Background: an optimization exercise with open tools, aiming at small area. Do not read the settings as production practice.
The RTL was checked by simulation tests, not by an equivalence proof against the original design.
No activity file was given, so power comes from the tool's default toggle rates.

==> flow/design.v <==
module fa_imux (input x0, x1, s, sn, output y);    
  assign y = ~((x0 | s) & (x1 | sn));
endmodule
module fa_nand2 (input a, b, output y);
  assign y = ~(a & b);
endmodule
module fa_nor2 (input a, b, output y);
  assign y = ~(a | b);
endmodule
module fa_xor2 (input a, b, output y);
  assign y = a ^ b;
endmodule
module fa_inv (input a, output y);
  assign y = ~a;
endmodule
module fa_andn (input a, b, output y);             
  assign y = a & ~b;
endmodule
module fa_xnor2 (input a, b, output y);
  assign y = ~(a ^ b);
endmodule
module fa_aoi21 (input a1, a2, b, output y);
  assign y = ~((a1 & a2) | b);
endmodule
module fa_oai21 (input a1, a2, b, output y);
  assign y = ~((a1 | a2) & b);
endmodule
module fa_ao21 (input a1, a2, b, output y);
  assign y = (a1 & a2) | b;
endmodule
module fa_aoi22 (input a1, a2, b1, b2, output y);
  assign y = ~((a1 & a2) | (b1 & b2));
endmodule
module fa_aoi222 (input a1, a2, b1, b2, c1, c2, output y);
  assign y = ~((a1 & a2) | (b1 & b2) | (c1 & c2));
endmodule
module fa_aoi221 (input a1, a2, b1, b2, c, output y);
  assign y = ~((a1 & a2) | (b1 & b2) | c);
endmodule
module fa_half (input a, b, output s, c);
  assign s = a ^ b;
  assign c = a & b;
endmodule
module fa_full (input a, b, ci, output s, co);
  assign s = a ^ b ^ ci;
  assign co = (a & b) | (ci & (a ^ b));
endmodule
module fa_exp1 (
  input [10:0] e1, e2,
  input s1, s2,
  output gt, gtn,
  output [4:0] s, sn,        
  output sela, selb,         
  output sl, sub, subn
);
  genvar i;
  wire [10:0] g, h;
  generate
    for (i = 0; i < 11; i = i + 1) begin : lf
      fa_andn ug (.a(e1[i]), .b(e2[i]), .y(g[i]));
      fa_xnor2 uh (.a(e1[i]), .b(e2[i]), .y(h[i]));
    end
  endgenerate
  wire gn10, hn10, gn32, hn32, gn54, hn54, gn76, hn76, gn98, hn98;
  fa_aoi21 t0 (.a1(h[1]), .a2(g[0]), .b(g[1]), .y(gn10));
  fa_nand2 t1 (.a(h[1]), .b(h[0]), .y(hn10));
  fa_aoi21 t2 (.a1(h[3]), .a2(g[2]), .b(g[3]), .y(gn32));
  fa_nand2 t3 (.a(h[3]), .b(h[2]), .y(hn32));
  fa_aoi21 t4 (.a1(h[5]), .a2(g[4]), .b(g[5]), .y(gn54));
  fa_nand2 t5 (.a(h[5]), .b(h[4]), .y(hn54));
  fa_aoi21 t6 (.a1(h[7]), .a2(g[6]), .b(g[7]), .y(gn76));
  fa_nand2 t7 (.a(h[7]), .b(h[6]), .y(hn76));
  fa_aoi21 t8 (.a1(h[9]), .a2(g[8]), .b(g[9]), .y(gn98));
  fa_nand2 t9 (.a(h[9]), .b(h[8]), .y(hn98));
  wire g30, h30, g74, h74, gn70, gn90, g90;
  fa_oai21 t10 (.a1(hn32), .a2(gn10), .b(gn32), .y(g30));
  fa_nor2 t11 (.a(hn32), .b(hn10), .y(h30));
  fa_oai21 t12 (.a1(hn76), .a2(gn54), .b(gn76), .y(g74));
  fa_nor2 t13 (.a(hn76), .b(hn54), .y(h74));
  fa_aoi21 t14 (.a1(h74), .a2(g30), .b(g74), .y(gn70));
  fa_oai21 t15 (.a1(hn98), .a2(gn70), .b(gn98), .y(g90));
  fa_ao21 t16 (.a1(h[10]), .a2(g90), .b(g[10]), .y(gt));
  fa_aoi21 t17 (.a1(h[10]), .a2(g90), .b(g[10]), .y(gtn));
  wire [10:0] c;
  assign c[1] = g[0];
  generate
    for (i = 1; i < 10; i = i + 1) begin : rc
      fa_ao21 u (.a1(h[i]), .a2(c[i]), .b(g[i]), .y(c[i + 1]));
    end
  endgenerate
  wire [10:0] dsum;
  assign dsum[0] = h[0];
  generate
    for (i = 1; i < 11; i = i + 1) begin : ds
      fa_xor2 u (.a(h[i]), .b(c[i]), .y(dsum[i]));
    end
    for (i = 0; i < 5; i = i + 1) begin : sel
      fa_xnor2 u (.a(dsum[i]), .b(gt), .y(s[i]));
      fa_inv v (.a(s[i]), .y(sn[i]));
    end
  endgenerate
  fa_exp1s us (.dsum(dsum[10:5]), .gt(gt), .sela(sela), .selb(selb));
  wire sln;
  fa_imux usl (.x0(s2), .x1(s1), .s(gt), .sn(gtn), .y(sln));
  fa_inv usl2 (.a(sln), .y(sl));
  fa_xor2 usb (.a(s1), .b(s2), .y(sub));
  fa_xnor2 usbn (.a(s1), .b(s2), .y(subn));
endmodule
module fa_exp1s (input [10:5] dsum, input gt, output sela, selb);
  wire d5 = dsum[5] ^ ~gt;
  wire sat = gt ? |dsum[10:6] : ~&dsum[10:6];
  assign sela = ~sat & ~d5;
  assign selb = ~sat & d5;
endmodule
module fa_ctl3 #(parameter NB = 5, parameter [6*8-1:0] LOS = 0) (
  input [52:0] u,
  input [NB-1:0] bc,
  input sub,
  output [NB-1:0] cin,
  output neg, hi, mid, lo, zero
);
  function integer LO;
    input integer j;
    LO = LOS[j * 8 +: 8];
  endfunction
  wire [NB-1:0] ones;
  wire [NB:0] k, c;
  genvar j;
  generate
    for (j = 0; j < NB; j = j + 1) begin : blk
      assign ones[j] = &u[LO(j + 1) - 1:LO(j)];
      assign k[j + 1] = bc[j] | (ones[j] & k[j]);
      assign c[j + 1] = bc[j] | (ones[j] & c[j]);
      assign cin[j] = c[j];
    end
  endgenerate
  assign k[0] = 1'b0;
  assign c[0] = sub & k[NB];
  assign neg = sub & k[NB];
  wire r53 = ~sub & ~k[NB];
  wire t52 = c[NB - 1] & (&u[51:LO(NB - 1)]);
  wire r52 = ~(u[52] ^ t52 ^ neg);
  assign hi = r53;
  assign mid = ~r53 & r52;
  assign lo = ~r53 & ~r52;
  assign zero = sub & (&ones) & ~(|bc);
endmodule
module fa_exp3 (
  input [10:0] eln,
  input sl, neg, hi, mid, lo, zero,
  output [11:0] o
);
  wire [10:0] el = ~eln;
  wire [10:0] ex = hi ? el + 11'd1 : mid ? el : el - 11'd1;
  assign o = {(sl ^ neg) & ~zero, ex & {11{~zero}}};
endmodule
module floating_point_adder (f_in1, f_in2, f_out, clk);
input [63:0] f_in1, f_in2;
output reg [63:0] f_out;
input clk;
genvar i, j;
localparam NB = 5;
localparam [6*8-1:0] LOS = {8'd53, 8'd43, 8'd33, 8'd22, 8'd11, 8'd0};
function integer LO;
  input integer j;
  LO = LOS[j * 8 +: 8];
endfunction
wire gt, gtn, sela, selb, sl, sub, subn;
wire [4:0] s, sn;
fa_exp1 ux (.e1(f_in1[62:52]), .e2(f_in2[62:52]), .s1(f_in1[63]), .s2(f_in2[63]),
            .gt(gt), .gtn(gtn), .s(s), .sn(sn), .sela(sela), .selb(selb),
            .sl(sl), .sub(sub), .subn(subn));
wire [10:0] eln;
generate
  for (i = 0; i < 11; i = i + 1) begin : emux
    fa_imux g (.x0(f_in2[52 + i]), .x1(f_in1[52 + i]), .s(gt), .sn(gtn), .y(eln[i]));
  end
endgenerate
wire [51:0] mln;
generate
  for (i = 0; i < 52; i = i + 1) begin : amux
    fa_imux g (.x0(f_in2[i]), .x1(f_in1[i]), .s(gt), .sn(gtn), .y(mln[i]));
  end
endgenerate
wire [52:0] y0;
assign y0[52] = gt;
fa_nor2 uy51 (.a(gt), .b(f_in1[51]), .y(y0[51]));
generate
  for (i = 0; i < 51; i = i + 1) begin : ymux
    fa_imux g (.x0(f_in1[i]), .x1(f_in2[i + 1]), .s(gt), .sn(gtn), .y(y0[i]));
  end
endgenerate
wire [52:0] y1, y2, y3, y4, y5;
generate
  for (i = 0; i < 53; i = i + 1) begin : shl
    if (i + 1 < 53) begin : a0
      fa_imux g (.x0(y0[i]), .x1(y0[i + 1]), .s(s[0]), .sn(sn[0]), .y(y1[i]));
    end else begin : b0
      fa_nor2 g (.a(s[0]), .b(y0[i]), .y(y1[i]));
    end
    if (i + 2 < 53) begin : a1
      fa_imux g (.x0(y1[i]), .x1(y1[i + 2]), .s(s[1]), .sn(sn[1]), .y(y2[i]));
    end else begin : b1
      fa_nand2 g (.a(sn[1]), .b(y1[i]), .y(y2[i]));
    end
    if (i + 4 < 53) begin : a2
      fa_imux g (.x0(y2[i]), .x1(y2[i + 4]), .s(s[2]), .sn(sn[2]), .y(y3[i]));
    end else begin : b2
      fa_nor2 g (.a(s[2]), .b(y2[i]), .y(y3[i]));
    end
    if (i + 8 < 53) begin : a3
      fa_imux g (.x0(y3[i]), .x1(y3[i + 8]), .s(s[3]), .sn(sn[3]), .y(y4[i]));
    end else begin : b3
      fa_nand2 g (.a(sn[3]), .b(y3[i]), .y(y4[i]));
    end
    if (i + 16 < 53) begin : a4
      fa_imux g (.x0(y4[i]), .x1(y4[i + 16]), .s(s[4]), .sn(sn[4]), .y(y5[i]));
    end else begin : b4
      fa_nor2 g (.a(s[4]), .b(y4[i]), .y(y5[i]));
    end
  end
endgenerate
wire [52:0] bsn;
generate
  for (i = 0; i < 53; i = i + 1) begin : sh5
    if (i + 32 < 53) begin : a
      fa_aoi22 g (.a1(y5[i]), .a2(sela), .b1(y5[i + 32]), .b2(selb), .y(bsn[i]));
    end else begin : b
      fa_nand2 g (.a(y5[i]), .b(sela), .y(bsn[i]));
    end
  end
endgenerate
reg [51:0] s1_mln;
reg [52:0] s1_bsn;
reg [10:0] s1_eln;
reg s1_sl, s1_sub, s1_subn;
always @(posedge clk) begin
  s1_mln <= mln;
  s1_bsn <= bsn;
  s1_eln <= eln;
  s1_sl <= sl;
  s1_sub <= sub;
  s1_subn <= subn;
end
wire [52:0] b;
generate
  for (i = 0; i < 53; i = i + 1) begin : bx
    if (i % 2 == 0) begin : e
      fa_xor2 g (.a(s1_bsn[i]), .b(s1_sub), .y(b[i]));
    end else begin : o
      fa_xnor2 g (.a(s1_bsn[i]), .b(s1_subn), .y(b[i]));
    end
  end
endgenerate
wire [52:0] a = {1'b0, s1_mln};
wire addc = ~s1_sub;
wire [52:0] u;
wire [53:0] cy;
wire [NB-1:0] bc;
generate
  for (j = 0; j < NB; j = j + 1) begin : blk
    for (i = LO(j); i < LO(j + 1); i = i + 1) begin : ad
      if (i == 0) begin : c
        fa_full g (.a(a[i]), .b(b[i]), .ci(addc), .s(u[i]), .co(cy[i + 1]));
      end else if (i == LO(j)) begin : h
        fa_half g (.a(a[i]), .b(b[i]), .s(u[i]), .c(cy[i + 1]));
      end else begin : f
        fa_full g (.a(a[i]), .b(b[i]), .ci(cy[i]), .s(u[i]), .co(cy[i + 1]));
      end
    end
    assign bc[j] = cy[LO(j + 1)];
  end
endgenerate
reg [52:0] s2_u;
reg [NB-1:0] s2_bc;
reg [10:0] s2_eln;
reg s2_sl, s2_sub;
always @(posedge clk) begin
  s2_u <= u;
  s2_bc <= bc;
  s2_eln <= s1_eln;
  s2_sl <= s1_sl;
  s2_sub <= s1_sub;
end
wire [NB-1:0] cin;
wire neg, hi, mid, lo, zero;
fa_ctl3 #(.NB(NB), .LOS(LOS)) uc (.u(s2_u), .bc(s2_bc), .sub(s2_sub), .cin(cin),
                                  .neg(neg), .hi(hi), .mid(mid), .lo(lo), .zero(zero));
wire [52:0] sm, rn;
wire [52:0] t;
generate
  for (j = 0; j < NB; j = j + 1) begin : inc
    assign t[LO(j)] = cin[j];
    for (i = LO(j); i < LO(j + 1); i = i + 1) begin : b
      if (i + 1 < LO(j + 1)) begin : h
        fa_half g (.a(s2_u[i]), .b(t[i]), .s(sm[i]), .c(t[i + 1]));
      end else begin : e
        fa_xor2 g (.a(s2_u[i]), .b(t[i]), .y(sm[i]));
      end
      fa_xor2 x (.a(sm[i]), .b(neg), .y(rn[i]));
    end
  end
endgenerate
wire [51:0] mant;
fa_aoi221 um0 (.a1(hi), .a2(rn[1]), .b1(mid), .b2(rn[0]), .c(lo), .y(mant[0]));
generate
  for (i = 1; i < 52; i = i + 1) begin : nrm
    fa_aoi222 g (.a1(hi), .a2(rn[i + 1]), .b1(mid), .b2(rn[i]), .c1(lo), .c2(rn[i - 1]),
                 .y(mant[i]));
  end
endgenerate
wire [11:0] se;
fa_exp3 ue (.eln(s2_eln), .sl(s2_sl), .neg(neg), .hi(hi), .mid(mid), .lo(lo), .zero(zero), .o(se));
always @(posedge clk)
  f_out <= {se, mant};
endmodule
==> flow/flow/run.sh <==
#!/bin/bash
# The standard layout (standard.sh), with these changes to how it is made:
#  - every port still gets its own buffer, a small one (buf_1);
#  - optional extra make settings in flow/extra.args (one per line) are passed to make.
set -euo pipefail
cp -r "$FLOW_HOME/scripts" ./scripts_own
cp flow/abc_area.script scripts_own/abc_area.script
extra=()
if [[ -f flow/extra.args ]]; then
  while IFS= read -r line; do [[ -n "$line" ]] && extra+=("$line"); done < flow/extra.args
fi
bash standard.sh SCRIPTS_DIR="$PWD/scripts_own" \
  BUFFER_PORTS_ARGS="-buffer_cell sky130_fd_sc_hd__buf_1" "${extra[@]}" finish \
  > make_finish.log 2>&1
test -s out/final.def
==> flow/flow/abc_area.script <==
strash
dc2
dch
amap
topo
stime -c
==> flow/flow/extra.args <==
CTS_ARGS=-sink_clustering_enable -repair_clock_nets -dont_use_dummy_load -buf_list sky130_fd_sc_hd__clkbuf_8 -sink_clustering_size 14 -sink_clustering_max_diameter 60
==> flow/standard.sh <==
#!/bin/bash
# synth_recipe.tcl (not shown) runs the flow's synth.tcl, then flattens the netlist and writes it again
# the make line also repeats each setting of config.mk as NAME=value (left out here)
make -C /OpenROAD-flow-scripts/flow DESIGN_CONFIG=/design/flow/config.mk WORK_HOME=/design/flow/orfs CLKGATE_MAP_FILE= SYNTH_SCRIPT=/design/flow/synth_recipe.tcl "${@:-finish}"
==> flow/config.mk <==
export PLATFORM = sky130hd
export DESIGN_NAME = floating_point_adder
export DESIGN_NICKNAME = floating_point_adder
export VERILOG_FILES = /design/flow/design.v
export SDC_FILE = /design/flow/constraint.sdc
export NUM_CORES = 4
export LEC_CHECK = 0
export ABC_AREA = 1
export CAP_MARGIN = 0
export CORE_MARGIN = 2
export CORE_UTILIZATION = 40
export GPL_TIMING_DRIVEN = 0
export SLEW_MARGIN = 0
export SYNTH_HIERARCHICAL = 1
==> flow/constraint.sdc <==
create_clock -name core_clock -period 6.0 [get_ports {clk}]
set_input_delay 1.2000 -clock core_clock [delete_from_list [all_inputs] [get_ports {clk}]]
set_output_delay 1.2000 -clock core_clock [all_outputs]
set_load 0.01 [all_outputs]
==> metrics.csv, run 1 <==
metric;value;unit
grt_util_met1;35.3;%
hold_path_end;s2_eln[6]$_DFF_P_;
grt_pass1_wl;59000;um
power_frac_seq;42.2;%
ctsHoldBuffers;0;
layout.nets;1772;
ios;193;
die_w;177;um
crit_path_cell_trace;o21ai_0 -> ha_1 -> fa_1 -> fa_1 -> fa_1 -> fa_1 -> fa_1 -> fa_1 -> fa_1 -> fa_1 -> fa_1 -> fa_1;
die_h;177;um
critPathArrivalTime;6160;ps
yosysSeqAreaShare;42.4;%
critical_path_required;6420;ps
fill_cells;2962;
cts_sinks;254;
cts_buffers;25;
power.total;5.51;mW
gr-usage-met3;2.32;%
p_switching;2.19;mW
cts_tree;done;
setup_viol;0;
cp_max_fo;52;
wl_per_cell;20.2;um
ys.flop_type;dfxtp_1;
r2r-end;s2_u[21]$_DFF_P_;
max_stage_delay;900;ps
cts_root_buf;clkbuf_8;
cellInternalPower;3.32;mW
min_path_type;flop to flop;
vias;11600;
drt_iter0_drc;1212;
hold_viol;0;
overflow;0;
min_from;s1_eln[6]$_DFF_P_;
io_buffers;192;
start_util;40.6;%
power_density;392;nW/um^2
instances_no_fill;1929;
layout_common_cells;o22ai_1, dfxtp_1, buf_1;
grt_pass1_vias;10400;
critPathMostFrequentCell;fa_1;
use_met2;37.6;%
r2r.worst_path.cells;12;
reg2reg_from;s1_subn$_DFF_P_;
rsz0062_at_grt;no;
drive_gt1_share;4.68;%
yosys.area.top_type;dfxtp_1;
holdWs;307;ps
outcome;no timing/DRC/antenna violations;
hold_depth;0;
min_period_over_period;95.6;%
layout_commonest_cell;o22ai_1;
path_class;flop to flop;
synthesis.instances;1302;
place_area;13700;um^2
synthesis.nets;1534;
clkPwrFrac;16.4;%
synth_edf_count;0;
drtPass1Iterations;10;
clock_path_buffers;3;
routed_wl;39000;um
pre_cts_ws;-1070;ps
dp_hpwl;29400;um
yosys_register_bits;254;
synth.cell_area;12000;um^2
yosys_warnings;7;
syn2layout_area_growth;17.1;%
route.detailed.drc;0;
ant_nets;0;
fmax;174;MHz
ys_top_cells_by_area;dfxtp_1, o22ai_1, fa_1;
antenna_found_initial;3;
critPathLaunchType;flop;
finalSetupTns;0;ps
drv_slew;0;
busiest_layer;met2;
cp_slowest_cell;dfxtp_2;
p_leak;5.13;nW
syn_area_per_cell;9.21;um^2
gp_congestion;0.940;
clkTransAtPathRegs;90;ps
synth_top_area_share;42.4;%
dieArea;31400;um^2
avgViaCountPerCell;6.03;
placed_cells;1900;
finish.utilization;47.5;%
ir_worst_vdd;0.161;mV
fin_crit;5740;ps
fin_skew;50.1;ps
setup_ws;261;ps
synth-async-reset-ratio;0;%
placementRows;63;
post-cts-setup-buffers;0;
clk_latency;550;ps
cts_max_level;1;
p_sw_share;39.8;%
end_kind;flop;
ys_types;31;
worst_slew_pin_slew;1380;ps
max_slew_margin;8.14;%
core;29600;um^2
stdcell_area;14000;um^2
max_cap_violations;0;
grt_max_degree;66;
power_frac_comb;41.4;%
r2r_slack;260;ps
grt_util_all_layers;24.2;%
power groups by stage:
stage                     Clock [mW]  Sequential (mW)  Combinational, mW
after floorplan                    0             2.41               1.36
after CTS                      0.939             2.33               2.24
after detailed placement           0             2.36               2.21
after global routing           0.992             2.36               2.51
after global placement             0             2.37               2.12
final                          0.905             2.32               2.28
per-module statistics from Yosys, one instance, submodules excluded, a selection:
module | times used | cell area, um^2 | flip-flops and latches
fa_exp3 | 1 | 359 | 0
fa_aoi222 | 51 | 10.0 | 0
fa_full | 49 | 20.0 | 0
fa_aoi21 | 7 | 5.00 | 0
fa_aoi22 | 21 | 7.51 | 0
fa_exp1s | 1 | 51.3 | 0
fa_nand2 | 46 | 3.75 | 0
fa_xor2 | 96 | 8.76 | 0
fa_half | 52 | 12.5 | 0
fa_imux | 349 | 6.26 | 0
fa_oai21 | 3 | 5.00 | 0
fa_xnor2 | 43 | 8.76 | 0
fa_ao21 | 10 | 7.51 | 0
fa_nor2 | 23 | 3.75 | 0
floating_point_adder | 1 | 5090 | 254
critical path: cells and delay by family (launching register included):
kind	cells	cell delay, ps
adders and majority gates	11	4390
AOI/OAI and AO/OA	1	260
DFF	1	900
worst max path at each step:
| stage | startpoint | to | slack (ps) | depth (start not counted) |
|---|---|---|---|---|
| CTS | f_in2[55] | s1_bsn[17]$_DFF_P_ | 110 | 15 |
| global route | s1_subn$_DFF_P_ | s2_u[21]$_DFF_P_ | 30 | 12 |
| global placement | f_in2[55] | s1_bsn[0]$_DFF_P_ | -2510 | 14 |
| detailed placement | f_in2[55] | s1_bsn[0]$_DFF_P_ | -1070 | 14 |
| floorplan | s2_u[28]$_DFF_P_ | f_out[59]$_DFF_P_ | -240 | 26 |
| finish | s1_subn$_DFF_P_ | s2_u[21]$_DFF_P_ | 260 | 12 |
sequential cells by signal, summed over array words and instances (netlist names):
signal,count
s2_sl,1
f_out,64
s2_eln,11
s1_sub,1
s1_mln,52
s1_subn,1
s1_eln,11
s1_bsn,53
s2_bc,5
s2_u,53
s2_sub,1
s1_sl,1
layout make-up:
class / instances / area [um^2] / area share, %
Inverter: 30 / 125 / 0.891
Tap cell: 390 / 488 / 3.47
Antenna cell: 1 / 2.50 / 0.0178
Multi-Input combinational cell: 1019 / 6920 / 49.3
Buffer: 1 / 7.51 / 0.0534
Clock buffer: 25 / 344 / 2.45
Sequential cell: 254 / 5100 / 36.3
Timing Repair Buffer: 209 / 1060 / 7.54
routing by layer:
metal / part of all wire, % / routed length [um]
met1: 46 / 17800
met4: 2.7 / 1050
met2: 44 / 17400
met5: 0 / 0
met3: 7.2 / 2830
what timing repair did:
item,4_1_cts,5_1_grt
endpoints found under the setup margin,49,16
resized for setup,2,3
cloned,2,0
kinds of logic (layout without fill, tap and decap cells):
group | Yosys count | after routing | share of synthesized area, %
AO/OA/AOI/OAI | 612 | 614 | 32.3
AND/OR/NAND/NOR | 301 | 301 | 10.4
adder cells (fa/ha/maj) | 103 | 103 | 13.8
buffers and inverters | 31 | 265 | 1.00
flip-flops | 254 | 254 | 42.4
other | 1 | 2 | 0.0313
cell usage after synthesis, types with 2 or more instances:
| cell | instances |
|---|---|
| o22ai_1 | 351 |
| dfxtp_1 | 254 |
| nor2_1 | 151 |
| a21oi_1 | 110 |
| nand2_1 | 98 |
| ha_1 | 54 |
| o21ai_0 | 53 |
| a222oi_1 | 51 |
| fa_1 | 49 |
| clkinv_1 | 30 |
| a22oi_1 | 21 |
| nor2b_1 | 14 |
| a21o_1 | 10 |
| nand4_1 | 9 |
| nor3_1 | 9 |
| a211oi_1 | 8 |
| nand3_1 | 7 |
| a31oi_1 | 4 |
| or2_0 | 4 |
| or4_1 | 3 |
| or3_1 | 2 |
==> inputs of run 2 (changes only) <==
==> flow/flow/extra.args (replaced) <==
CTS_ARGS=-sink_clustering_enable -repair_clock_nets -dont_use_dummy_load -buf_list sky130_fd_sc_hd__clkbuf_8 -sink_clustering_size 14 -sink_clustering_max_diameter 60
RECOVER_POWER=100
==> metrics.csv, run 2 <==
metric;value;unit
outcome;complete, but fails checks;
so.violations;max-capacitance violations, max-slew violations;
cts_max_level;1;
top_register;f_out;
critPathBufInv;3;
vias;11600;
fill_cells;2972;
hold_viol;0;
crit_path_cell_trace;buf_1 -> o21ai_0 -> nand2_1 -> o21ai_0 -> a21oi_1 -> o21ai_1 -> a21o_4 -> nand2_1 -> o21ai_2 -> buf_12 -> clkinv_1 -> o22ai_1 -> a22oi_1;
cp_max_fo;37;
ys_types;31;
yosysMostFrequentCell;o22ai_1;
r2r.worst_path.cells;12;
cellInternalPower;3.31;mW
routed_wl;39000;um
end_kind;flop;
p_switching;2.19;mW
ant_nets;0;
power_density;392;nW/um^2
drt_iter0_drc;1168;
grt_pass1_vias;10400;
placementRows;63;
overflow;0;
drv_slew;66;
r2r-end;s2_u[21]$_DFF_P_;
ys.flop_type;dfxtp_1;
fmax;174;MHz
critPathArrivalTime;6080;ps
yosys_warnings;7;
cts_buffers;25;
wl_per_cell;20.2;um
drive_gt1_share;4.36;%
ctsHoldBuffers;0;
cts_tree;done;
yosysSeqAreaShare;42.4;%
cp_slowest_cell;clkinv_1;
cts_root_buf;clkbuf_8;
path_delay_family;compound AO/OA/AOI/OAI gates;
crit_start;f_in2[55];
synth_top_area_share;42.4;%
ir_worst_vdd;0.162;mV
ys_top_cells_by_area;dfxtp_1, o22ai_1, fa_1;
top_regs;f_out (64), s1_bsn (53), s2_u (53);
core;29600;um^2
max_stage_delay;890;ps
netlist_top_cells_count;o22ai_1, dfxtp_1, nor2_1, a21oi_1, nand2_1;
drtPass1Iterations;8;
avgViaCountPerCell;6.02;
start_util;40.6;%
synthesis.nets;1534;
max_cap_violations;1;
clk_latency;550;ps
power_frac_seq;42.3;%
synth-async-reset-ratio;0;%
largest_reg_flops;64;
layout.nets;1772;
syn2layout_area_growth;16.8;%
reg2reg_from;s1_subn$_DFF_P_;
clkTransAtPathRegs;80;ps
cts_sinks;254;
setup_viol;0;
min_path_type;flop to flop;
placed_cells;1900;
p_leak;5.11;nW
ios;193;
grt_pass1_wl;59000;um
power.total;5.49;mW
grt_max_degree;66;
die_h;177;um
instances_no_fill;1930;
yosys_register_bits;254;
io_buffers;192;
min_period_over_period;95.9;%
rsz0062_at_grt;no;
path_class;input port to flop;
power_frac_comb;41.2;%
critPathLaunchType;input port;
grt_util_all_layers;24.2;%
fin_crit;5760;ps
synth.cell_area;12000;um^2
yosys.area.top_type;dfxtp_1;
finalSetupTns;0;ps
fin_skew;52.0;ps
critical_path_required;6330;ps
gp_congestion;0.940;
clkPwrFrac;16.5;%
r2r_slack;270;ps
max_slew_margin;-59.3;%
die_w;177;um
antenna_found_initial;3;
p_sw_share;39.8;%
layout_common_cells;o22ai_1, dfxtp_1, buf_1;
crit_end;s1_bsn[0]$_DFF_P_;
dp_hpwl;29400;um
layout_commonest_cell;o22ai_1;
synth_edf_count;0;
dieArea;31400;um^2
synthesis.instances;1302;
route.detailed.drc;0;
syn_area_per_cell;9.21;um^2
clock_path_buffers;3;
crit_cells;13;
worst_slew_pin_slew;2390;ps
==> run 2: cell counts after synthesis <==
No cell type changed its count.
==> run 2: how the worst min path moves through the flow <==
stage                 startpoint           endpoint  slack [ps]  cells after the start
2_1_floorplan  s1_eln[0]$_DFF_P_  s2_eln[0]$_DFF_P_         310                      0
3_3_place_gp   s1_eln[7]$_DFF_P_  s2_eln[7]$_DFF_P_         310                      0
3_5_place_dp   s1_eln[6]$_DFF_P_  s2_eln[6]$_DFF_P_         310                      0
4_1_cts        s1_eln[6]$_DFF_P_  s2_eln[6]$_DFF_P_         310                      0
5_1_grt        s1_eln[6]$_DFF_P_  s2_eln[6]$_DFF_P_         310                      0
6_report       s1_eln[6]$_DFF_P_  s2_eln[6]$_DFF_P_         310                      0
==> run 2: final cells by class <==
type / instances / area, um^2 / area share, %
multi-input combinational: 1019 / 6890 / 49.2
sequential: 254 / 5090 / 36.4
timing repair buffer: 209 / 1040 / 7.45
tap: 390 / 488 / 3.48
clock buffer: 25 / 344 / 2.46
inverter: 30 / 125 / 0.894
buffer: 1 / 7.51 / 0.0536
antenna: 2 / 5.00 / 0.0357
==> run 2: power groups by stage <==
stage               registers (mW)  clock network, mW  logic, mW
global placement              2.37                  0       2.12
detailed placement            2.36                  0       2.21
global route                  2.36              0.992       2.50
floorplan                     2.41                  0       1.36
CTS                           2.33              0.939       2.24
finish                        2.32              0.907       2.26
==> run 2: cells by family (layout without fill, tap and decap cells) <==
| kind of cell | after synthesis | in the layout | synth area share [%] |
|---|---|---|---|
| AO/OA/AOI/OAI | 612 | 614 | 32.3 |
| AND/OR/NAND/NOR | 301 | 301 | 10.4 |
| flip-flops | 254 | 254 | 42.4 |
| adder cells (fa/ha/maj) | 103 | 103 | 13.8 |
| buffers and inverters | 31 | 265 | 1.00 |
| other | 1 | 3 | 0.0313 |
==> run 2: timing repair <==
action,4_1_cts,5_1_grt
setup buffers,0,0
setup endpoints to repair,49,16
hold endpoints to repair,0,0
cloned,2,0
resized for setup,2,3
pin swaps,0,0
==> run 2: per-layer routing <==
layer  vias to the layer above  GRT usage (%)  wire length (um)
met4                         0           7.47               976
met2                       471           37.6             17500
met1                      5379           35.3             17800
met3                        65           2.32              2740
met5                         -              0                 0
li1                       5698              -                 -
==> run 2: Yosys stat by module (local to each module, per instance), excerpt <==
module,copies in the design,cells
fa_xnor2,43,2
fa_oai21,3,1
fa_exp3,1,69
fa_nor2,23,1
fa_inv,6,1
fa_aoi21,7,1
fa_exp1s,1,11
fa_ao21,10,1
==> run 2: stage by stage <==
step | worst slack (ps) | cell area [um^2] | hold slack (ps) | utilization (%)
6_report | 244 | 14000 | 306 | 47.4
5_1_grt | 29.8 | 14000 | 315 | 47.4
4_1_cts | 106 | 14000 | 306 | 47.5
3_5_place_dp | -1070 | 13700 | 312 | 46.2
3_3_place_gp | -2510 | 13300 | 314 | 44.8
2_1_floorplan | -242 | 12000 | 310 | -
==> inputs of run 3 (changes only) <==
==> flow/flow/extra.args (replaced) <==
CTS_ARGS=-sink_clustering_enable -repair_clock_nets -dont_use_dummy_load -buf_list sky130_fd_sc_hd__clkbuf_16 -sink_clustering_size 30 -sink_clustering_max_diameter 100
==> metrics.csv, run 3 <==
metric;value;unit
rsz0062_at_grt;no;
clock_path_buffers;3;
core;29600;um^2
fin_skew;42.9;ps
routed_wl;39000;um
placementRows;63;
avgViaCountPerCell;6.06;
end_kind;flop;
cts_root_buf;clkbuf_16;
ys.flop_type;dfxtp_1;
max_cap_violations;0;
die_h;177;um
cellInternalPower;3.34;mW
drv_slew;0;
min_period_over_period;95.1;%
top_regs;f_out (64), s1_bsn (53), s2_u (53);
layout_commonest_cell;o22ai_1;
cts_max_level;1;
power_frac_seq;42.2;%
route.detailed.drc;0;
power_frac_comb;41.4;%
layout.nets;1761;
overflow;0;
io_buffers;192;
met2_length;17500;um
drtPass1Iterations;9;
min_path_type;flop to flop;
fin_crit;5710;ps
drive_gt1_share;3.99;%
cp_max_fo;37;
place_area;13700;um^2
dieArea;31400;um^2
yosys_register_bits;254;
cts_tree;done;
clkPwrFrac;16.4;%
yosys.area.top_type;dfxtp_1;
syn2layout_area_growth;17.2;%
largest_reg_flops;64;
grt_util_all_layers;23.8;%
ant_nets;0;
critPathLaunchType;input port;
antenna_found_initial;3;
met1_length;17900;um
drt_iter0_drc;1219;
max_slew_margin;22.0;%
top_register;f_out;
yosysMostFrequentCell;o22ai_1;
layout_common_cells;o22ai_1, dfxtp_1, buf_1;
fmax;175;MHz
wl_per_cell;20.3;um
hold_viol;0;
ir_worst_vdd;0.172;mV
yosys_warnings;7;
power_density;392;nW/um^2
p_leak;5.12;nW
critPathArrivalTime;5960;ps
ys_types;31;
vias;11600;
synth-async-reset-ratio;0;%
synthesis.instances;1302;
grt_pass1_vias;10300;
gp_congestion;0.940;
syn_area_per_cell;9.21;um^2
yosysSeqAreaShare;42.4;%
outcome;no timing/DRC/antenna violations;
dr_wl_met3;2590;um
start_util;40.6;%
synth.cell_area;12000;um^2
critical_path_required;6260;ps
grt_max_degree;66;
cts_buffers;13;
setup_viol;0;
clkTransAtPathRegs;110;ps
power.total;5.51;mW
holdWs;333;ps
cts_sinks;254;
die_w;177;um
grt_pass1_wl;58300;um
path_class;input port to flop;
finalSetupTns;0;ps
dp_hpwl;29400;um
synthesis.nets;1534;
synth_edf_count;0;
synth_top_area_share;42.4;%
ios;193;
p_sw_share;39.3;%
netlist_top_cells_count;o22ai_1, dfxtp_1, nor2_1, a21oi_1, nand2_1;
ys_top_cells_by_area;dfxtp_1, o22ai_1, fa_1;
top_layer_used;met4;
stdcell_area;14000;um^2
ctsHoldBuffers;0;
worst_slew_pin_slew;1160;ps
fill_cells;2948;
clk_latency;500;ps
p_switching;2.17;mW
==> run 3: cell counts after synthesis <==
No cell type changed its count.
==> run 3: worst paths after layout <==
kind / start / endpoint / slack, ps / cells after the start
min: s1_eln[10]$_DFF_P_ / s2_eln[10]$_DFF_P_ / 330 / 0
max: f_in2[55] / s1_bsn[0]$_DFF_P_ / 290 / 13
min reg2reg: s1_eln[10]$_DFF_P_ / s2_eln[10]$_DFF_P_ / 330 / 0
max reg2reg: s1_subn$_DFF_P_ / s2_u[21]$_DFF_P_ / 290 / 12
==> run 3: logic make-up after synthesis <==
logic type | Yosys count | share of synthesized area (%)
AOI/OAI and AO/OA | 612 | 32.3
and+or+nand+nor | 301 | 10.4
DFF | 254 | 42.4
adders and majority gates | 103 | 13.8
buffers and inverters | 31 | 1.00
other | 1 | 0.0313
==> run 3: modules after synthesis, one instance, submodules excluded, a selection <==
module	copies in the design	cells	area, um^2	flip-flops and latches
floating_point_adder	1	256	5090	254
fa_exp1s	1	11	51.3	0
fa_full	49	1	20.0	0
fa_half	52	1	12.5	0
fa_aoi222	51	1	10.0	0
fa_aoi221	1	1	8.76	0
fa_ao21	10	1	7.51	0
fa_imux	349	1	6.26	0
fa_oai21	3	1	5.00	0
fa_nand2	46	1	3.75	0
fa_inv	6	1	3.75	0
==> run 3: metrics by stage <==
step / worst slack, ps / instances / util, %
floorplan: -242 / 1302 / -
global placement: -2510 / 1884 / 44.8
detailed placement: -1070 / 1900 / 46.2
CTS: 28.0 / 1914 / 47.4
global route: 23.6 / 1918 / 47.5
finish: 292 / 1918 / 47.5
==> run 3: area by class of cell <==
| class | count | area, um^2 | area share, % |
|---|---|---|---|
| Antenna cell | 1 | 2.50 | 0.0178 |
| Sequential cell | 254 | 5100 | 36.3 |
| Clock buffer | 13 | 325 | 2.32 |
| Timing Repair Buffer | 210 | 1080 | 7.68 |
| Inverter | 30 | 125 | 0.891 |
| Buffer | 1 | 7.51 | 0.0534 |
| Multi-Input combinational cell | 1019 | 6920 | 49.3 |
| Tap cell | 390 | 488 | 3.47 |
==> run 3: worst max-delay path, stage by stage <==
cell and delay [ps]:
buf_1 120, o21ai_0 470, nand2_1 100, o21ai_0 240, a21oi_1 130, o21ai_1 540, a21o_4 530, nand2_1 180
o21ai_4 290, buf_12 270, clkinv_1 890, o22ai_1 750, a22oi_1 210
==> run 3: per-layer routing <==
layer,vias up,global-route usage (%)
li1,5669,-
met1,5410,35.0
met2,479,36.7
met3,60,2.26
met4,0,7.82
met5,-,0
==> run 3: repair_timing <==
item / in CTS / in global routing
gates cloned: 1 / 1
pin swaps: 0 / 0
resized for setup: 4 / 1
setup buffers: 0 / 0
endpoints found under the setup margin: 49 / 44
==> run 3: power groups by stage <==
| stage | Combinational [mW] | Clock (mW) | Sequential [mW] |
|---|---|---|---|
| CTS | 2.24 | 0.936 | 2.33 |
| global route | 2.52 | 0.985 | 2.36 |
| global placement | 2.12 | 0 | 2.37 |
| detailed placement | 2.21 | 0 | 2.36 |
| floorplan | 1.36 | 0 | 2.41 |
| finish | 2.28 | 0.904 | 2.32 |
==> inputs of run 4 (changes only) <==
==> flow/flow/extra.args (replaced) <==
CTS_ARGS=-sink_clustering_enable -repair_clock_nets -dont_use_dummy_load -buf_list sky130_fd_sc_hd__clkbuf_8 -sink_clustering_size 20 -sink_clustering_max_diameter 50
==> metrics.csv, run 4 <==
metric;value;unit
min_path_type;flop to flop;
path_class;flop to flop;
min_period_over_period;96.0;%
min_from;s1_eln[6]$_DFF_P_;
wl_per_cell;20.2;um
cp_max_fo;52;
yosys_warnings;7;
syn2layout_area_growth;17.4;%
hold_viol;0;
cts_sinks;254;
core;29600;um^2
yosys.area.top_type;dfxtp_1;
cts_root_buf;clkbuf_8;
drtPass1Iterations;9;
cts_tree;done;
hold_path_end;s2_eln[6]$_DFF_P_;
max_slew_margin;8.91;%
synth-async-reset-ratio;0;%
io_buffers;192;
clk_latency;590;ps
busiest_layer;met2;
gr-usage-met3;2.53;%
fin_skew;57.7;ps
ir_worst_vdd;0.151;mV
gp_congestion;0.940;
layout_common_cells;o22ai_1, dfxtp_1, buf_1;
synth_top_area_share;42.4;%
start_util;40.6;%
die_h;177;um
synth_edf_count;0;
fin_crit;5760;ps
antenna_found_initial;3;
ant_nets;0;
vias;11600;
ctsHoldBuffers;0;
overflow;0;
top_register;f_out;
yosysSeqAreaShare;42.4;%
ios;193;
rsz0062_at_grt;no;
synthesis.nets;1534;
end_kind;flop;
outcome;no timing/DRC/antenna violations;
syn_area_per_cell;9.21;um^2
worst_slew_pin_slew;1370;ps
place_area;13700;um^2
netlist_top_cells_count;o22ai_1, dfxtp_1, nor2_1, a21oi_1, nand2_1;
routed_wl;39000;um
die_w;177;um
placementRows;63;
stdcell_area;14100;um^2
grt_pass1_wl;59000;um
layout_commonest_cell;o22ai_1;
instances_no_fill;1931;
power_density;394;nW/um^2
ys_top_cells_by_area;dfxtp_1, o22ai_1, fa_1;
r2r-end;s2_u[21]$_DFF_P_;
power.total;5.54;mW
fmax;174;MHz
grt_util_all_layers;24.2;%
synth.cell_area;12000;um^2
ys_types;31;
yosys_register_bits;254;
yosysMostFrequentCell;o22ai_1;
fill_cells;2956;
grt_pass1_vias;10500;
drt_iter0_drc;1306;
top_regs;f_out (64), s1_bsn (53), s2_u (53);
layout.nets;1774;
placed_cells;1900;
dieArea;31400;um^2
clkTransAtPathRegs;100;ps
hold_depth;0;
reg2reg_from;s1_subn$_DFF_P_;
holdWs;255;ps
grt_max_degree;66;
route.detailed.drc;0;
critPathLaunchType;flop;
ys.flop_type;dfxtp_1;
avgViaCountPerCell;6.02;
grt_util_met1;35.4;%
cts_max_level;1;
finalSetupTns;0;ps
p_leak;5.14;nW
use_met2;37.6;%
drive_gt1_share;4.81;%
synthesis.instances;1302;
r2r.worst_path.cells;12;
r2r_slack;240;ps
max_cap_violations;0;
cts_buffers;27;
setup_viol;0;
critPathArrivalTime;6200;ps
crit_start;s1_subn$_DFF_P_;
drv_slew;0;
dp_hpwl;29400;um
largest_reg_flops;64;
post-cts-setup-buffers;0;
clock_path_buffers;3;
critical_path_required;6440;ps
-- run 4: modules after synthesis (local to each module, per instance), a selection --
module / area (um^2) / flops+latches
fa_full: 20.0 / 0
fa_aoi221: 8.76 / 0
fa_exp3: 359 / 0
fa_xor2: 8.76 / 0
fa_ao21: 7.51 / 0
fa_xnor2: 8.76 / 0
floating_point_adder: 5090 / 254
fa_aoi21: 5.00 / 0
fa_nand2: 3.75 / 0
-- run 4: area by class of cell --
cell class / instances / area, um^2 / share of cell area (%)
plain buffers: 1 / 7.51 / 0.0533
multi-input cells: 1019 / 6920 / 49.2
inverters: 30 / 125 / 0.889
repair buffers: 209 / 1060 / 7.52
diodes: 1 / 2.50 / 0.0178
well taps: 390 / 488 / 3.47
flip-flops and latches: 254 / 5100 / 36.2
clock buffers: 27 / 372 / 2.64
-- run 4: power breakdown --
part           total [mW]  switching (mW)  internal (mW)
clock network       0.938           0.540          0.398
logic                2.28            1.44          0.838
registers            2.32           0.213           2.11
-- run 4: per-stage QoR --
step / setup WS, ps / util (%)
after CTS: 126 / 47.6
after global placement: -2510 / 44.8
after floorplan: -242 / -
after global routing: 10.2 / 47.6
after detailed placement: -1070 / 46.2
final: 243 / 47.6
-- run 4: critical path, cell delays in order, from the launching register on --
cell     delay [ps]
dfxtp_2         910
o21ai_0         260
ha_1            250
fa_1            380
fa_1            480
fa_1            420
fa_1            410
fa_1            400
fa_1            390
fa_1            420
fa_1            410
fa_1            400
fa_1            430
-- run 4: what timing repair did --
action,CTS,global route
endpoints found under the setup margin,49,15
cloned,2,0
gates resized for setup,2,3
-- run 4: how the worst max path moves through the flow --
stage | to | cells after the start | slack (ps)
final | s2_u[21]$_DFF_P_ | 12 | 240
after CTS | s1_bsn[17]$_DFF_P_ | 15 | 130
after global placement | s1_bsn[0]$_DFF_P_ | 14 | -2510
after floorplan | f_out[59]$_DFF_P_ | 26 | -240
after detailed placement | s1_bsn[0]$_DFF_P_ | 14 | -1070
after global routing | s2_u[21]$_DFF_P_ | 12 | 10
-- run 4: kinds of logic after synthesis --
logic type / count (synthesis) / share of synthesized area [%]
AOI/OAI and AO/OA: 612 / 32.3
adders and majority gates: 103 / 13.8
buffers and inverters: 31 / 1.00
DFF: 254 / 42.4
other: 1 / 0.0313
and+or+nand+nor: 301 / 10.4
-- run 4: metal layers --
layer / wire [um] / vias up
li1: - / 5690
met4: 1060 / 0
met3: 2780 / 67
met5: 0 / -
met2: 17400 / 465
met1: 17800 / 5396
==> inputs of run 5 (changes only) <==
==> flow/flow/extra.args (replaced) <==
CTS_ARGS=-sink_clustering_enable -repair_clock_nets -dont_use_dummy_load -buf_list sky130_fd_sc_hd__clkbuf_4 -sink_clustering_size 10 -sink_clustering_max_diameter 40
==> metrics.csv, run 5 <==
metric;value;unit
cts_buffers;40;
yosys_register_bits;254;
layout_common_cells;o22ai_1, dfxtp_1, buf_1;
drive_gt1_share;5.60;%
route.detailed.drc;0;
yosys.area.top_type;dfxtp_1;
synthesis.nets;1534;
cts_max_level;2;
layout_commonest_cell;o22ai_1;
critPathMostFrequentCell;fa_1;
antenna_found_initial;4;
die_h;177;um
top_regs;f_out (64), s1_bsn (53), s2_u (53);
power_density;389;nW/um^2
start_util;40.6;%
holdWs;283;ps
crit_path_cell_trace;o21ai_0 -> ha_1 -> fa_1 -> fa_1 -> fa_1 -> fa_1 -> fa_1 -> fa_1 -> fa_1 -> fa_1 -> fa_1 -> fa_1;
min_path_type;flop to flop;
rsz0062_at_grt;no;
yosysMostFrequentCell;o22ai_1;
fmax;174;MHz
yosysSeqAreaShare;42.4;%
synth.cell_area;12000;um^2
synth_edf_count;0;
max_stage_delay;910;ps
grt_pass1_wl;58700;um
end_kind;flop;
critPathArrivalTime;6280;ps
max_slew_margin;7.68;%
critPathLaunchType;flop;
ctsHoldBuffers;0;
overflow;0;
hold_viol;0;
multi_input_area;6920;um^2
fin_crit;5750;ps
ys.flop_type;dfxtp_1;
netlist_top_cells_count;o22ai_1, dfxtp_1, nor2_1, a21oi_1, nand2_1;
clk_latency;660;ps
yosys_warnings;7;
ios;193;
synth-async-reset-ratio;0;%
avgViaCountPerCell;6.06;
routed_wl;39200;um
syn2layout_area_growth;16.8;%
finish.utilization;47.4;%
outcome;no timing/DRC/antenna violations;
final-seq-area;5100;um^2
place_area;13700;um^2
fill_cells;2974;
p_leak;5.13;nW
cts_sinks;254;
critical_path_required;6530;ps
drv_slew;0;
cp_max_fo;52;
setup_viol;0;
grt_pass1_vias;10600;
io_buffers;192;
syn_area_per_cell;9.21;um^2
drtPass1Iterations;9;
layout.nets;1787;
gp_congestion;0.940;
core;29600;um^2
ys_top_cells_by_area;dfxtp_1, o22ai_1, fa_1;
setup_ws;252;ps
path_class;flop to flop;
grt_util_all_layers;24.1;%
instances_no_fill;1946;
stdcell_area;14000;um^2
min_period_over_period;95.8;%
dieArea;31400;um^2
fin_skew;112;ps
dp_hpwl;29400;um
max_cap_violations;0;
wl_per_cell;20.2;um
synth_top_area_share;42.4;%
worst_slew_pin_slew;1380;ps
ir_worst_vdd;0.140;mV
pre_cts_ws;-1070;ps
cts_tree;done;
clock_path_buffers;3;
ant_nets;0;
largest_reg_flops;64;
cts_root_buf;clkbuf_4;
ys_types;31;
drt_iter0_drc;1254;
cp_slowest_cell;dfxtp_2;
placed_cells;1900;
vias;11800;
top_register;f_out;
clkTransAtPathRegs;100;ps
die_w;177;um
synthesis.instances;1302;
placementRows;63;
grt_max_degree;66;
## run 5: kinds of logic after synthesis
family | after synthesis | share of synthesized area [%]
compound gates | 612 | 32.3
fa+ha+maj | 103 | 13.8
buf+inv | 31 | 1.00
flops | 254 | 42.4
other cells | 1 | 0.0313
simple gates | 301 | 10.4
## run 5: path summary, 6_finish.rpt
path	startpoint	endpoint	slack (ps)	depth (start not counted)
max	s1_subn$_DFF_P_	s2_u[21]$_DFF_P_	250	12
min	s1_eln[6]$_DFF_P_	s2_eln[6]$_DFF_P_	280	0
max reg2reg	s1_subn$_DFF_P_	s2_u[21]$_DFF_P_	250	12
min reg2reg	s1_eln[6]$_DFF_P_	s2_eln[6]$_DFF_P_	280	0
## run 5: cell type report
| type | instances | share of cell area, % |
|---|---|---|
| Clock buffer | 40 | 2.14 |
| Tap cell | 390 | 3.48 |
| Buffer | 1 | 0.0536 |
| Inverter | 30 | 0.893 |
| Multi-Input combinational cell | 1019 | 49.4 |
| Timing Repair Buffer | 209 | 7.56 |
| Sequential cell | 254 | 36.4 |
| Antenna cell | 3 | 0.0536 |
## run 5: routing by layer
layer / share of wire (%) / global-route usage [%]
met5: 0 / 0
met1: 46 / 34.8
met4: 3.0 / 9.19
met2: 44 / 36.8
met3: 6.9 / 2.99
## run 5: modules after synthesis, one instance, submodules excluded, a selection
module	area [um^2]	flops+latches
fa_andn	6.26	0
fa_aoi221	8.76	0
fa_exp1s	51.3	0
fa_aoi222	10.0	0
fa_xor2	8.76	0
fa_oai21	5.00	0
fa_full	20.0	0
fa_half	12.5	0
fa_ao21	7.51	0
fa_aoi22	7.51	0
## run 5: repair_timing
| action | 4_1_cts | 5_1_grt |
|---|---|---|
| endpoints found under the setup margin | 48 | 32 |
| setup buffers | 0 | 0 |
| gates resized for setup | 2 | 3 |
| cloned | 1 | 1 |
## run 5: critical path: cells and delay by family, from the launching register on
family / cells / cell delay [ps]
compound gates: 1 / 260
flops: 1 / 910
fa+ha+maj: 11 / 4400
## run 5: power breakdown
| group | internal, mW | switching (mW) | leakage, nW | total [mW] |
|---|---|---|---|---|
| clock network | 0.306 | 0.549 | 0.184 | 0.855 |
| registers | 2.11 | 0.213 | 2.12 | 2.32 |
| logic | 0.837 | 1.44 | 2.82 | 2.28 |
| total | 3.25 | 2.20 | 5.13 | 5.45 |
## run 5: through the flow
| stage | power, mW | setup TNS (ps) |
|---|---|---|
| 6_report | 5.45 | 0 |
| 5_1_grt | 5.82 | 0 |
| 4_1_cts | 5.45 | 0 |
| 3_5_place_dp | 4.58 | -43860 |
| 3_3_place_gp | 4.49 | -255580 |
| 2_1_floorplan | 3.76 | -1220 |
==> inputs of run 6 (changes only) <==
==> flow/flow/extra.args (replaced) <==
CTS_ARGS=-sink_clustering_enable -repair_clock_nets -dont_use_dummy_load -buf_list sky130_fd_sc_hd__clkbuf_8 -sink_clustering_size 14 -sink_clustering_max_diameter 60
DONT_USE_CELLS=sky130_fd_sc_hd__probe_p_8 sky130_fd_sc_hd__probec_p_8 sky130_fd_sc_hd__lpflow_bleeder_1 sky130_fd_sc_hd__lpflow_clkbufkapwr_1 sky130_fd_sc_hd__lpflow_clkbufkapwr_16 sky130_fd_sc_hd__lpflow_clkbufkapwr_2 sky130_fd_sc_hd__lpflow_clkbufkapwr_4 sky130_fd_sc_hd__lpflow_clkbufkapwr_8 sky130_fd_sc_hd__lpflow_clkinvkapwr_1 sky130_fd_sc_hd__lpflow_clkinvkapwr_16 sky130_fd_sc_hd__lpflow_clkinvkapwr_2 sky130_fd_sc_hd__lpflow_clkinvkapwr_4 sky130_fd_sc_hd__lpflow_clkinvkapwr_8 sky130_fd_sc_hd__lpflow_decapkapwr_12 sky130_fd_sc_hd__lpflow_decapkapwr_3 sky130_fd_sc_hd__lpflow_decapkapwr_4 sky130_fd_sc_hd__lpflow_decapkapwr_6 sky130_fd_sc_hd__lpflow_decapkapwr_8 sky130_fd_sc_hd__lpflow_inputiso0n_1 sky130_fd_sc_hd__lpflow_inputiso0p_1 sky130_fd_sc_hd__lpflow_inputiso1n_1 sky130_fd_sc_hd__lpflow_inputiso1p_1 sky130_fd_sc_hd__lpflow_inputisolatch_1 sky130_fd_sc_hd__lpflow_isobufsrc_1 sky130_fd_sc_hd__lpflow_isobufsrc_16 sky130_fd_sc_hd__lpflow_isobufsrc_2 sky130_fd_sc_hd__lpflow_isobufsrc_4 sky130_fd_sc_hd__lpflow_isobufsrc_8 sky130_fd_sc_hd__lpflow_isobufsrckapwr_16 sky130_fd_sc_hd__lpflow_lsbuf_lh_hl_isowell_tap_1 sky130_fd_sc_hd__lpflow_lsbuf_lh_hl_isowell_tap_2 sky130_fd_sc_hd__lpflow_lsbuf_lh_hl_isowell_tap_4 sky130_fd_sc_hd__lpflow_lsbuf_lh_isowell_4 sky130_fd_sc_hd__lpflow_lsbuf_lh_isowell_tap_1 sky130_fd_sc_hd__lpflow_lsbuf_lh_isowell_tap_2 sky130_fd_sc_hd__lpflow_lsbuf_lh_isowell_tap_4 sky130_fd_sc_hd__buf_6 sky130_fd_sc_hd__buf_8 sky130_fd_sc_hd__buf_12 sky130_fd_sc_hd__buf_16 sky130_fd_sc_hd__bufbuf_8 sky130_fd_sc_hd__bufbuf_16 sky130_fd_sc_hd__bufinv_8 sky130_fd_sc_hd__bufinv_16 sky130_fd_sc_hd__clkbuf_16 sky130_fd_sc_hd__inv_6 sky130_fd_sc_hd__inv_8 sky130_fd_sc_hd__inv_12 sky130_fd_sc_hd__inv_16 sky130_fd_sc_hd__clkinv_8 sky130_fd_sc_hd__clkinv_16
==> metrics.csv, run 6 <==
metric;value;unit
synthesis.instances;1302;
start_util;40.6;%
synth_compound_area_share;32.3;%
io_buffers;192;
synthesis.nets;1534;
layout.nets;1771;
yosys_register_bits;254;
top_register;f_out;
core;29600;um^2
top_regs;f_out (64), s1_bsn (53), s2_u (53);
cp_max_fo;52;
ios;193;
ys.flop_type;dfxtp_1;
synth_edf_count;0;
yosysSeqAreaShare;42.4;%
ctsHoldBuffers;0;
cts_root_buf;clkbuf_8;
critical_path_required;6420;ps
syn_area_per_cell;9.21;um^2
die_h;177;um
grt_max_degree;66;
synth_adder_area_share;13.8;%
netlist_top_cells_count;o22ai_1, dfxtp_1, nor2_1, a21oi_1, nand2_1;
routed_wl;39100;um
grt_pass1_vias;10500;
placed_cells;1899;
ant_nets;0;
p_leak;5.05;nW
synth_top_area_share;42.4;%
fill_cells;2968;
fin_skew;50.7;ps
worst_slew_pin_slew;1430;ps
fin_crit;5760;ps
dp_hpwl;29300;um
clk_latency;550;ps
antenna_found_initial;4;
placementRows;63;
gp_congestion;0.940;
synth.cell_area;12000;um^2
hold_viol;0;
holdWs;319;ps
drv_slew;0;
fmax;174;MHz
outcome;no timing/DRC/antenna violations;
route.detailed.drc;0;
synth-async-reset-ratio;0;%
max_slew_margin;4.71;%
die_w;177;um
clock_path_buffers;3;
dieArea;31400;um^2
overflow;0;
stdcell_area;13800;um^2
max_cap_violations;0;
rsz0062_at_grt;no;
cts_buffers;26;
yosys_warnings;7;
clkTransAtPathRegs;90;ps
yosysMostFrequentCell;o22ai_1;
layout_common_cells;o22ai_1, dfxtp_1, buf_1;
grt_util_all_layers;24.1;%
ys_types;31;
drive_gt1_share;4.68;%
min_path_type;flop to flop;
power.total;5.49;mW
path_class;flop to flop;
vias;11500;
post-cts-setup-buffers;0;
layout_commonest_cell;o22ai_1;
synth_top_family_by_area;compound AO/OA/AOI/OAI gates;
largest_reg_flops;64;
drt_iter0_drc;1252;
cts_max_level;1;
grt_pass1_wl;59000;um
power_density;397;nW/um^2
synth_xor_area_share;0;%
instances_no_fill;1930;
ir_worst_vdd;0.195;mV
syn2layout_area_growth;15.4;%
cts_sinks;254;
avgViaCountPerCell;5.98;
min_period_over_period;96.1;%
synth-simple-area-share;10.4;%
end_kind;flop;
setup_viol;0;
finalSetupTns;0;ps
ys_top_cells_by_area;dfxtp_1, o22ai_1, fa_1;
drtPass1Iterations;9;
critPathArrivalTime;6180;ps
synthMuxAreaShare;0;%
place_area;13400;um^2
cts_tree;done;
wl_per_cell;20.3;um
yosys.area.top_type;dfxtp_1;
critPathLaunchType;flop;
==> run 6: layout make-up <==
| type | count | area [um^2] | share of cell area [%] |
|---|---|---|---|
| flip-flops and latches | 254 | 5100 | 36.8 |
| repair buffers | 208 | 838 | 6.06 |
| inverters | 30 | 124 | 0.895 |
| well taps | 390 | 488 | 3.53 |
| clock buffers | 26 | 358 | 2.59 |
| diodes | 3 | 7.51 | 0.0543 |
| multi-input cells | 1018 | 6920 | 50.0 |
| plain buffers | 1 | 7.51 | 0.0543 |
==> run 6: metal layers <==
metal / GRT usage [%] / wire length (um)
met1: 35.3 / 18200
met2: 37.3 / 17300
met3: 2.62 / 2720
met4: 7.40 / 977
met5: 0 / 0
==> run 6: worst max-delay path, stage by stage (launching register included) <==
cell	delay [ps]
dfxtp_2	910
o21ai_0	270
ha_1	260
fa_1	380
fa_1	490
fa_1	420
fa_1	410
fa_1	400
fa_1	390
fa_1	430
fa_1	410
fa_1	400
fa_1	430
==> run 6: metrics by stage <==
| stage | utilization, % | worst slack [ps] |
|---|---|---|
| finish | 46.8 | 236 |
| global route | 46.8 | 20.2 |
| CTS | 46.7 | 118 |
| detailed placement | 45.5 | -1060 |
| global placement | 44.8 | -2510 |
| floorplan | - | -242 |
==> run 6: repair_timing <==
action                     4_1_cts  5_1_grt
resized for setup                3        3
setup endpoints to repair       49       43
gates cloned                     1        0
pin swaps                        0        0
==> run 6: kinds of logic (layout without fill, tap and decap cells) <==
kind of cell               after synthesis  in the layout
AOI/OAI and AO/OA                      612            613
adders and majority gates              103            103
buffers and inverters                   31            265
DFF                                    254            254
other                                    1              4
and+or+nand+nor                        301            301
==> run 6: path summary, 6_finish.rpt <==
kind,start,end,slack (ps),cells after the start
worst max-delay path,s1_subn$_DFF_P_,s2_u[21]$_DFF_P_,240,12
worst min-delay path,s1_eln[8]$_DFF_P_,s2_eln[8]$_DFF_P_,320,0
worst max register to register,s1_subn$_DFF_P_,s2_u[21]$_DFF_P_,240,12
worst min register to register,s1_eln[8]$_DFF_P_,s2_eln[8]$_DFF_P_,320,0
==> run 6: Yosys stat by module (local to each module, per instance), excerpt <==
module                area [um^2]  cells  flip-flops and latches  times used
fa_aoi22                     7.51      1                       0          21
fa_aoi221                    8.76      1                       0           1
floating_point_adder         5090    256                     254           1
fa_imux                      6.26      1                       0         349
fa_xor2                      8.76      2                       0          96
fa_nand2                     3.75      1                       0          46
fa_aoi21                     5.00      1                       0           7
fa_nor2                      3.75      1                       0          23
fa_exp3                       359     69                       0           1
==> run 6: power breakdown <==
group / internal (mW) / leakage, nW / switching (mW)
registers: 2.11 / 2.12 / 0.214
logic: 0.793 / 2.74 / 1.43
clock network: 0.383 / 0.187 / 0.554
==> inputs of run 7 (changes only) <==
--- a/flow/config.mk
+++ b/flow/config.mk
@@ -8,7 +8,7 @@
 export ABC_AREA = 1
 export CAP_MARGIN = 0
 export CORE_MARGIN = 2
-export CORE_UTILIZATION = 40
+export CORE_UTILIZATION = 50
 export GPL_TIMING_DRIVEN = 0
 export SLEW_MARGIN = 0
 export SYNTH_HIERARCHICAL = 1
==> metrics.csv, run 7 <==
metric;value;unit
yosys_warnings;7;
die_h;159;um
synth-async-reset-ratio;0;%
grt_util_all_layers;28.1;%
io_buffers;192;
place_area;13300;um^2
yosys.area.top_type;dfxtp_1;
ant_nets;0;
ir_worst_vdd;0.172;mV
max_cap_violations;0;
core;23500;um^2
routed_wl;36700;um
cp_max_fo;52;
critPathArrivalTime;6150;ps
layout_commonest_cell;o22ai_1;
grt_pass1_wl;56500;um
power_density;394;nW/um^2
top_register;f_out;
n_antenna_cell;0;
reg2reg_from;s1_subn$_DFF_P_;
yosysMostFrequentCell;o22ai_1;
cts_tree;done;
top_regs;f_out (64), s1_bsn (53), s2_u (53);
vias;11500;
placementRows;56;
finish.utilization;58.3;%
clock_path_buffers;3;
dp_hpwl;27200;um
min_path_type;flop to flop;
gp_congestion;0.921;
ys.flop_type;dfxtp_1;
critical_path_required;6440;ps
fill_cells;2184;
synth_xor_area_share;0;%
route.detailed.drc;0;
avgViaCountPerCell;6.20;
synth.cell_area;12000;um^2
grt_util_met1;39.3;%
end_kind;flop;
layout.nets;1767;
netlist_top_cells_count;o22ai_1, dfxtp_1, nor2_1, a21oi_1, nand2_1;
setup_viol;0;
p_leak;5.03;nW
largest_reg_flops;64;
drive_gt1_share;4.44;%
synthMuxAreaShare;0;%
synth_top_family_by_area;compound AO/OA/AOI/OAI gates;
post-cts-setup-buffers;0;
overflow;0;
rsz0062_at_grt;no;
synth_edf_count;0;
start_util;51.1;%
wl_per_cell;19.8;um
r2r.worst_path.cells;12;
cts_sinks;254;
path_class;flop to flop;
antenna_found_initial;0;
yosys_register_bits;254;
gr-usage-met3;4.86;%
drtPass1Iterations;6;
drt_iter0_drc;1458;
placed_cells;1827;
synth-simple-area-share;10.4;%
pre_cts_ws;-976;ps
setup_ws;287;ps
synthesis.nets;1534;
synth_top_area_share;42.4;%
busiest_layer;met2;
ys_top_cells_by_area;dfxtp_1, o22ai_1, fa_1;
drv_slew;0;
synth_adder_area_share;13.8;%
min_period_over_period;95.2;%
r2r_slack;290;ps
power.total;5.40;mW
fmax;175;MHz
fin_crit;5710;ps
synthesis.instances;1302;
instances_no_fill;1852;
grt_pass1_vias;10400;
min_from;s1_eln[0]$_DFF_P_;
synth_compound_area_share;32.3;%
cts_root_buf;clkbuf_8;
ctsHoldBuffers;0;
clk_latency;570;ps
critPathLaunchType;flop;
fin_skew;60.0;ps
die_w;159;um
dieArea;25200;um^2
syn2layout_area_growth;14.2;%
outcome;no timing/DRC/antenna violations;
r2r-end;s2_u[21]$_DFF_P_;
hold_path_end;s2_eln[0]$_DFF_P_;
ys_types;31;
use_met2;44.6;%
grt_max_degree;66;
hold_viol;0;
cts_buffers;23;
stdcell_area;13700;um^2
worst_slew_pin_slew;1330;ps
max_slew_margin;11.4;%
hold_depth;0;
syn_area_per_cell;9.21;um^2
layout_common_cells;o22ai_1, dfxtp_1, buf_1;
clkTransAtPathRegs;90;ps
yosysSeqAreaShare;42.4;%
cts_max_level;1;
ios;193;
==> run 7: kinds of logic after synthesis <==
logic type | count (synthesis)
flip-flops | 254
buffers and inverters | 31
adder cells (fa/ha/maj) | 103
other | 1
AO/OA/AOI/OAI | 612
AND/OR/NAND/NOR | 301
==> run 7: Yosys stat by module (local to each module, per instance), excerpt <==
module                copies in the design  cells inside  flip-flops and latches  cell area, um^2
fa_andn                                 11             1                       0             6.26
fa_oai21                                 3             1                       0             5.00
fa_aoi21                                 7             1                       0             5.00
fa_half                                 52             1                       0             12.5
fa_nor2                                 23             1                       0             3.75
fa_aoi222                               51             1                       0             10.0
fa_xor2                                 96             2                       0             8.76
fa_aoi221                                1             1                       0             8.76
fa_imux                                349             1                       0             6.26
fa_inv                                   6             1                       0             3.75
floating_point_adder                     1           256                     254             5090
==> run 7: power breakdown <==
group,leakage (nW),switching (mW),internal [mW]
clock,0.165,0.526,0.342
combinational,2.74,1.41,0.796
sequential,2.12,0.216,2.11
==> run 7: layout make-up <==
class | instances | area [um^2] | share of cell area [%]
buffer | 1 | 7.51 | 0.0548
clock buffer | 23 | 317 | 2.31
inverter | 30 | 124 | 0.905
multi-input combinational | 1019 | 6920 | 50.6
sequential | 254 | 5100 | 37.2
tap | 319 | 399 | 2.91
timing repair buffer | 206 | 826 | 6.03
==> run 7: through the flow <==
stage                     setup TNS [ps]  hold WS, ps
final                                  0          325
after global routing                   0          336
after CTS                              0          325
after detailed placement          -37250          312
after global placement           -217850          312
after floorplan                    -1220          310
==> run 7: layer usage <==
| metal | share of wire [%] | vias up |
|---|---|---|
| met2 | 45 | 483 |
| met4 | 3.1 | 0 |
| met1 | 44 | 5264 |
| met5 | 0 | - |
| met3 | 7.9 | 71 |
| li1 | - | 5672 |
==> run 7: critical path: stages (launching register included) <==
cell,delay (ps)
dfxtp_2,940
o21ai_0,220
ha_1,240
fa_1,380
fa_1,480
fa_1,440
fa_1,390
fa_1,410
fa_1,400
fa_1,410
fa_1,410
fa_1,400
fa_1,440
==> run 7: worst max path at each step <==
stage	from	endpoint	slack, ps	cells after the start
2_1_floorplan	s2_u[28]$_DFF_P_	f_out[59]$_DFF_P_	-240	26
3_3_place_gp	f_in2[55]	s1_bsn[2]$_DFF_P_	-2290	14
3_5_place_dp	f_in2[55]	s1_bsn[3]$_DFF_P_	-980	14
4_1_cts	f_in2[57]	s1_bsn[2]$_DFF_P_	140	15
5_1_grt	s1_subn$_DFF_P_	s2_u[21]$_DFF_P_	40	12
6_report	s1_subn$_DFF_P_	s2_u[21]$_DFF_P_	290	12
==> run 7: timing repair <==
action | 4_1_cts | 5_1_grt
hold endpoints to repair | 0 | 0
pin swaps | 0 | 0
cloned | 1 | 1
setup endpoints to repair | 48 | 42
resized for setup | 4 | 2

port drivers added, routing unchanged:
The flow's constraints put no driver on any port. The routed layouts listed below were extracted and timed again, unchanged, in two steps.
Step 1 (the two cells are an assumption about what drives the block):
set clk [get_ports {clk}]
set_driving_cell -lib_cell sky130_fd_sc_hd__clkbuf_16 $clk
set_driving_cell -lib_cell sky130_fd_sc_hd__buf_2 [delete_from_list [all_inputs] $clk]
Step 2 times the ports against the registers' clock, not the clock port: input delays grow and output delays shrink by t, the midpoint of the rising clock arrivals with the driver on.
Three values: ideal ports, drivers, drivers and shift; two values: the first two.
run	shift t [ns]	setup slack, ns	slew at the worst register clock pin (ns)	worst data-port slew with drivers (ns)
run 1	0.570	0.261 / 0.261 / -0.228	0.09 / 0.09	0.07
run 2	0.574	0.244 / 0.265 / -0.307	0.09 / 0.09	0.07
run 3	0.526	0.292 / 0.292 / -0.207	0.11 / 0.11	0.07
run 4	0.602	0.243 / 0.243 / -0.220	0.11 / 0.11	0.07
run 5	0.648	0.252 / 0.252 / -0.138	0.10 / 0.10	0.07
run 6	0.579	0.236 / 0.236 / -0.249	0.09 / 0.09	0.07
run 7	0.585	0.287 / 0.287 / 0.001	0.09 / 0.09	0.07
The setup slack of run 2, which loses most, moves by +0.021 ns with the drivers and by -0.551 ns with both steps.
